Source: an optimization exercise on an open RTL-to-GDS flow (aim: small area, a short achievable clock period and few clock cycles). Production flows keep margins and buffers that such runs may drop.
The RTL was checked by simulation tests, not by an equivalence proof against the original design.
Power is estimated from default activity; no workload was simulated.

## amber
## alu_unit
module alu_unit(
    input clk,
    input rst,
    input in_valid,
    output in_ready,
    input [15:0] a,
    input [15:0] b,
    input [2:0] op,
    output reg out_valid,
    output reg [15:0] r
    );
Settings: LEC_CHECK=0, ABC_AREA=1, CAP_MARGIN=20, CORE_MARGIN=2, CORE_UTILIZATION=40, SLEW_MARGIN=20; clock period 70.0 ns.
standard.sh (not shown) runs the stock make flow with config.mk's settings and CLKGATE_MAP_FILE= SYNTH_SCRIPT=/design/flow/synth_recipe.tcl, a recipe that flattens the netlist after the stock synthesis.
==> flow/flow/run.sh <==
#!/bin/bash
# Layout flow: the standard flow, except that synthesis maps with the
# ABC script in flow/abc_area.script (area-oriented mapping, no ABC
# buffering/upsizing; the resizer later fixes timing on the placed design).
# Then: buf_1 port buffers, clkbuf_8 clock buffers, and the resizer asked
# to leave 55 ns of setup slack. Each part logs to its own file.
set -e
rm -rf scripts_abc
cp -r "$FLOW_HOME/scripts" scripts_abc
cp flow/abc_area.script scripts_abc/abc_area.script
A=("BUFFER_PORTS_ARGS=-buffer_cell sky130_fd_sc_hd__buf_1" CTS_BUF_LIST=sky130_fd_sc_hd__clkbuf_8 SETUP_SLACK_MARGIN=55 SKIP_GATE_CLONING=1)
bash standard.sh "${A[@]}" SCRIPTS_DIR=$PWD/scripts_abc synth > synth.log 2>&1
bash standard.sh "${A[@]}" finish > standard.log 2>&1
==> flow/flow/abc_area.script <==
strash
dch
amap
strash
dch
amap
topo
stime -c
Testbench counts of amber, summed over its fixed seeds: cycles 4,032.
Inputs modified between amber and harbor:
--- a/flow/flow/run.sh
+++ b/flow/flow/run.sh
@@ -10,3 +10,3 @@
 cp flow/abc_area.script scripts_abc/abc_area.script
-A=("BUFFER_PORTS_ARGS=-buffer_cell sky130_fd_sc_hd__buf_1" CTS_BUF_LIST=sky130_fd_sc_hd__clkbuf_8 SETUP_SLACK_MARGIN=55 SKIP_GATE_CLONING=1)
+A=("BUFFER_PORTS_ARGS=-buffer_cell sky130_fd_sc_hd__buf_1" CTS_BUF_LIST=sky130_fd_sc_hd__clkbuf_8 SETUP_SLACK_MARGIN=55 )
 bash standard.sh "${A[@]}" SCRIPTS_DIR=$PWD/scripts_abc synth > synth.log 2>&1
--- a/flow/config.mk
+++ b/flow/config.mk
@@ -10,3 +10,3 @@
 export CORE_MARGIN = 2
-export CORE_UTILIZATION = 40
+export CORE_UTILIZATION = 60
 export SLEW_MARGIN = 20
Results
amber ended up with r[3] as its critical path endpoint; harbor ended up with r[9].
Diff harbor..amber | non-clock inverter count in the final layout | unchanged
Going from amber to harbor, core utilization rose 23 points; worst hold slack fell 8.7 ps; die boundary height fell 18%; worst path required time about even; via count normalized by instance count rose about 9%.
NOTE maximum ir drop on the vdd rail amber->harbor increased by more than half
Going from amber to harbor, cell area fell by 1.1%; power went up by about 4%; routed wire length decreased 9.8%.
The following lists how zinc was set up differently from harbor:
--- a/flow/flow/run.sh
+++ b/flow/flow/run.sh
@@ -10,3 +10,3 @@
 cp flow/abc_area.script scripts_abc/abc_area.script
-A=("BUFFER_PORTS_ARGS=-buffer_cell sky130_fd_sc_hd__buf_1" CTS_BUF_LIST=sky130_fd_sc_hd__clkbuf_8 SETUP_SLACK_MARGIN=55 )
+A=("BUFFER_PORTS_ARGS=-buffer_cell sky130_fd_sc_hd__buf_1" CTS_BUF_LIST=sky130_fd_sc_hd__clkbuf_8 SETUP_SLACK_MARGIN=55 SETUP_MOVE_SEQUENCE=unbuffer,sizeup,swap,buffer)
 bash standard.sh "${A[@]}" SCRIPTS_DIR=$PWD/scripts_abc synth > synth.log 2>&1
--- a/flow/config.mk
+++ b/flow/config.mk
@@ -10,3 +10,3 @@
 export CORE_MARGIN = 2
-export CORE_UTILIZATION = 60
+export CORE_UTILIZATION = 40
 export SLEW_MARGIN = 20
Results
Sort zinc and harbor by flip-flop and latch share of the layout cell area desc -> top: harbor
From zinc to harbor, number of pins with negative max-slew slack in the final report did not move at all.
Cmp zinc and harbor / worst hold slack / lower: harbor
--- input diff zinc..ember ---
--- a/flow/flow/run.sh
+++ b/flow/flow/run.sh
@@ -10,3 +10,3 @@
 cp flow/abc_area.script scripts_abc/abc_area.script
-A=("BUFFER_PORTS_ARGS=-buffer_cell sky130_fd_sc_hd__buf_1" CTS_BUF_LIST=sky130_fd_sc_hd__clkbuf_8 SETUP_SLACK_MARGIN=55 SETUP_MOVE_SEQUENCE=unbuffer,sizeup,swap,buffer)
+A=("BUFFER_PORTS_ARGS=-buffer_cell sky130_fd_sc_hd__buf_1" CTS_BUF_LIST=sky130_fd_sc_hd__clkbuf_8 SETUP_SLACK_MARGIN=55 GPL_ROUTABILITY_DRIVEN=0)
 bash standard.sh "${A[@]}" SCRIPTS_DIR=$PWD/scripts_abc synth > synth.log 2>&1
--- a/flow/config.mk
+++ b/flow/config.mk
@@ -10,3 +10,3 @@
 export CORE_MARGIN = 2
-export CORE_UTILIZATION = 40
+export CORE_UTILIZATION = 30
 export SLEW_MARGIN = 20
--- outcome ---
- Every stage of the flow completed for ember, and the final layout passed the timing, DRC and antenna checks.
- Relative to zinc, worst setup slack has increased by 12 ps in ember.
- ember vs zinc, non-clock buffer count went up by about 1.3%.
- In the reports for ember and zinc, the larger worst slew slack as a fraction of its limit belongs to ember.
- Row tap cell count: ember higher / zinc lower
- Compared with zinc, in ember hold slack -9.4 ps, post-route clock period utilization ~0 delta, combinational gate power +about 2%, number of resized instances in the post-cts repair step +16.

Setup of run A:
alu_unit again, from the RTL that the note above started with.
Settings: LEC_CHECK=0, ABC_AREA=1, CAP_MARGIN=20, CORE_MARGIN=2, CORE_UTILIZATION=40, SLEW_MARGIN=20; clock period 70.0 ns.
==> flow/flow/run.sh <==
#!/bin/bash
# Layout flow: the standard flow, except that synthesis maps with the
# ABC script in flow/abc_area.script (area-oriented mapping, no ABC
# buffering/upsizing; the resizer later fixes timing on the placed design).
# Then: buf_1 port buffers, clkbuf_8 clock buffers, and the resizer asked
# to leave 55.1 ns of setup slack. Each part logs to its own file.
set -e
rm -rf scripts_abc
cp -r "$FLOW_HOME/scripts" scripts_abc
cp flow/abc_area.script scripts_abc/abc_area.script
A=("BUFFER_PORTS_ARGS=-buffer_cell sky130_fd_sc_hd__buf_1" CTS_BUF_LIST=sky130_fd_sc_hd__clkbuf_8 SETUP_SLACK_MARGIN=55.1 )
bash standard.sh "${A[@]}" SCRIPTS_DIR=$PWD/scripts_abc synth > synth.log 2>&1
bash standard.sh "${A[@]}" finish > standard.log 2>&1
Scripts as last shown in full above: flow/flow/abc_area.script
Testbench counts of run A, summed over its fixed seeds: cycles 4,032.
[inputs] run B vs run A
- changing CORE_UTILIZATION from 40 to 50
==> flow/flow/run.sh <==
#!/bin/bash
# Layout flow: the standard flow, except that synthesis maps with the
# ABC script in flow/abc_area.script (area-oriented mapping, no ABC
# buffering/upsizing; the resizer later fixes timing on the placed design).
# Then: buf_1 port buffers, clkbuf_8 clock buffers, and the resizer asked
# to leave 55 ns of setup slack. Each part logs to its own file.
set -e
rm -rf scripts_abc
cp -r "$FLOW_HOME/scripts" scripts_abc
cp flow/abc_area.script scripts_abc/abc_area.script
A=("BUFFER_PORTS_ARGS=-buffer_cell sky130_fd_sc_hd__buf_1" CTS_BUF_LIST=sky130_fd_sc_hd__clkbuf_8 SETUP_SLACK_MARGIN=55 GPL_ROUTABILITY_DRIVEN=0)
bash standard.sh "${A[@]}" SCRIPTS_DIR=$PWD/scripts_abc synth > synth.log 2>&1
bash standard.sh "${A[@]}" finish > standard.log 2>&1
==> comparison <==
Diff run A -> run B | worst slack at placement | increase of 0.49 ns. On cell-internal power: between run B and run A, it ends up lower for run B. In run B relative to run A, total met2 wirelength after detailed routing had gone down by a few percent. From run A to run B the numbers moved as follows: highest achievable clock rate level, worst max-slew margin expressed relative to the limit moved up, pin count of the biggest net entering global routing moved up. Diff run A..run B | number of hold violations in the final report | negligible.
Relative to run B, the following input files were edited for run C:
- CORE_UTILIZATION changed from 50 to 40
==> flow/flow/run.sh <==
#!/bin/bash
# Layout flow: the standard flow, except that synthesis maps with the
# ABC script in flow/abc_area.script (area-oriented mapping, no ABC
# buffering/upsizing; the resizer later fixes timing on the placed design).
# Then: buf_1 port buffers, clkbuf_8 clock buffers, and the resizer asked
# to leave 55.2 ns of setup slack. Each part logs to its own file.
set -e
rm -rf scripts_abc
cp -r "$FLOW_HOME/scripts" scripts_abc
cp flow/abc_area.script scripts_abc/abc_area.script
A=("BUFFER_PORTS_ARGS=-buffer_cell sky130_fd_sc_hd__buf_1" CTS_BUF_LIST=sky130_fd_sc_hd__clkbuf_8 SETUP_SLACK_MARGIN=55.2 )
bash standard.sh "${A[@]}" SCRIPTS_DIR=$PWD/scripts_abc synth > synth.log 2>&1
bash standard.sh "${A[@]}" finish > standard.log 2>&1
Notes after the runs:
Sort run B and run C by worst setup slack desc -> top: run C
Going from run B to run C, via count grew slightly.
Die outline area (run C vs. run B) increases by more than 10%
Relative to run B, sequential share of layout area has gone down in run C.
Between run B and run C, the switching power summed over all nets is higher for run C.
Lower area overhead of the layout relative to synthesis goes to run B over run C.
Final critical path time including I/O delays and setup in run C vs run B: down 0.023 ns
Changes observed in run C relative to run B: maximum number of pins on one net before global-route repair shrank by 9; power after layout grew by 3.8 uW.
Input-level comparison between run D and run C:
==> flow/flow/run.sh <==
#!/bin/bash
# Layout flow: the standard flow, except that synthesis maps with the
# ABC script in flow/abc_area.script (area-oriented mapping, no ABC
# buffering/upsizing; the resizer later fixes timing on the placed design).
# Then: buf_1 port buffers, clkbuf_8 clock buffers, and the resizer asked
# to leave 55 ns of setup slack. Each part logs to its own file.
set -e
rm -rf scripts_abc
cp -r "$FLOW_HOME/scripts" scripts_abc
cp flow/abc_area.script scripts_abc/abc_area.script
A=("BUFFER_PORTS_ARGS=-buffer_cell sky130_fd_sc_hd__buf_1" CTS_BUF_LIST=sky130_fd_sc_hd__clkbuf_8 SETUP_SLACK_MARGIN=55 GPL_ROUTABILITY_DRIVEN=0)
bash standard.sh "${A[@]}" SCRIPTS_DIR=$PWD/scripts_abc synth > synth.log 2>&1
bash standard.sh "${A[@]}" finish > standard.log 2>&1
## What came out
Between run C and run D, the share of the clock period used by the worst path does not differ in any meaningful way.
The length of routed met3 wiring in run D sits 12% below the value recorded for run C.
Cell area: lower on run D
Taking run C as the reference point, the time the final worst path needs with I/O delays and setup of run D rises by 0.028 ns.
[compare] base=run C new=run D: non-clock buffer count shows a reduction of 9, count of cells along the worst register-to-register path dropped 5, synthesized-area fraction occupied by ao, oa, aoi and oai cells roughly the same, power shows no meaningful change, combinational power share shrank by 0.3 points.

what the ideal ports hide:
The results above use ideal ports. As a check the final layouts listed here were re-extracted and re-timed, cells and wires unchanged.
Step 1 (the two cells are an assumption about what drives the block):
set clk [get_ports {clk}]
set_driving_cell -lib_cell sky130_fd_sc_hd__clkbuf_16 $clk
set_driving_cell -lib_cell sky130_fd_sc_hd__buf_2 [delete_from_list [all_inputs] $clk]
Step 2 moves the port delays by t, midway between the first and last clock arrival at a register: inputs arrive t later, outputs are due t later. That takes back most of the time a late clock gives input paths.
Slacks: ideal ports / drivers / drivers and shift; pairs: ideal ports / drivers.
run	t, ns	setup WS [ns]	worst hold slack (ns)	latest minus earliest clock arrival (ns)	slew at the worst register clock pin (ns)
amber	0.476	55.043 / 55.004 / 55.337	0.332 / 0.332 / 0.332	0.021 / 0.022	0.09 / 0.09
harbor	0.469	55.060 / 55.019 / 55.346	0.323 / 0.323 / 0.323	0.017 / 0.017	0.09 / 0.09
zinc	0.476	55.043 / 55.004 / 55.337	0.332 / 0.332 / 0.332	0.021 / 0.022	0.09 / 0.09
ember	0.498	55.056 / 55.012 / 55.322	0.322 / 0.322 / 0.322	0.021 / 0.021	0.10 / 0.10
run A	0.478	55.070 / 55.031 / 55.336	0.332 / 0.332 / 0.332	0.019 / 0.019	0.09 / 0.09
run B	0.486	55.053 / 55.011 / 55.345	0.324 / 0.324 / 0.324	0.017 / 0.017	0.09 / 0.09
run C	0.477	55.076 / 55.036 / 55.338	0.332 / 0.332 / 0.332	0.022 / 0.022	0.09 / 0.09
run D	0.482	55.048 / 55.009 / 55.340	0.321 / 0.321 / 0.321	0.021 / 0.021	0.10 / 0.10
After both steps every run listed still meets setup and hold.
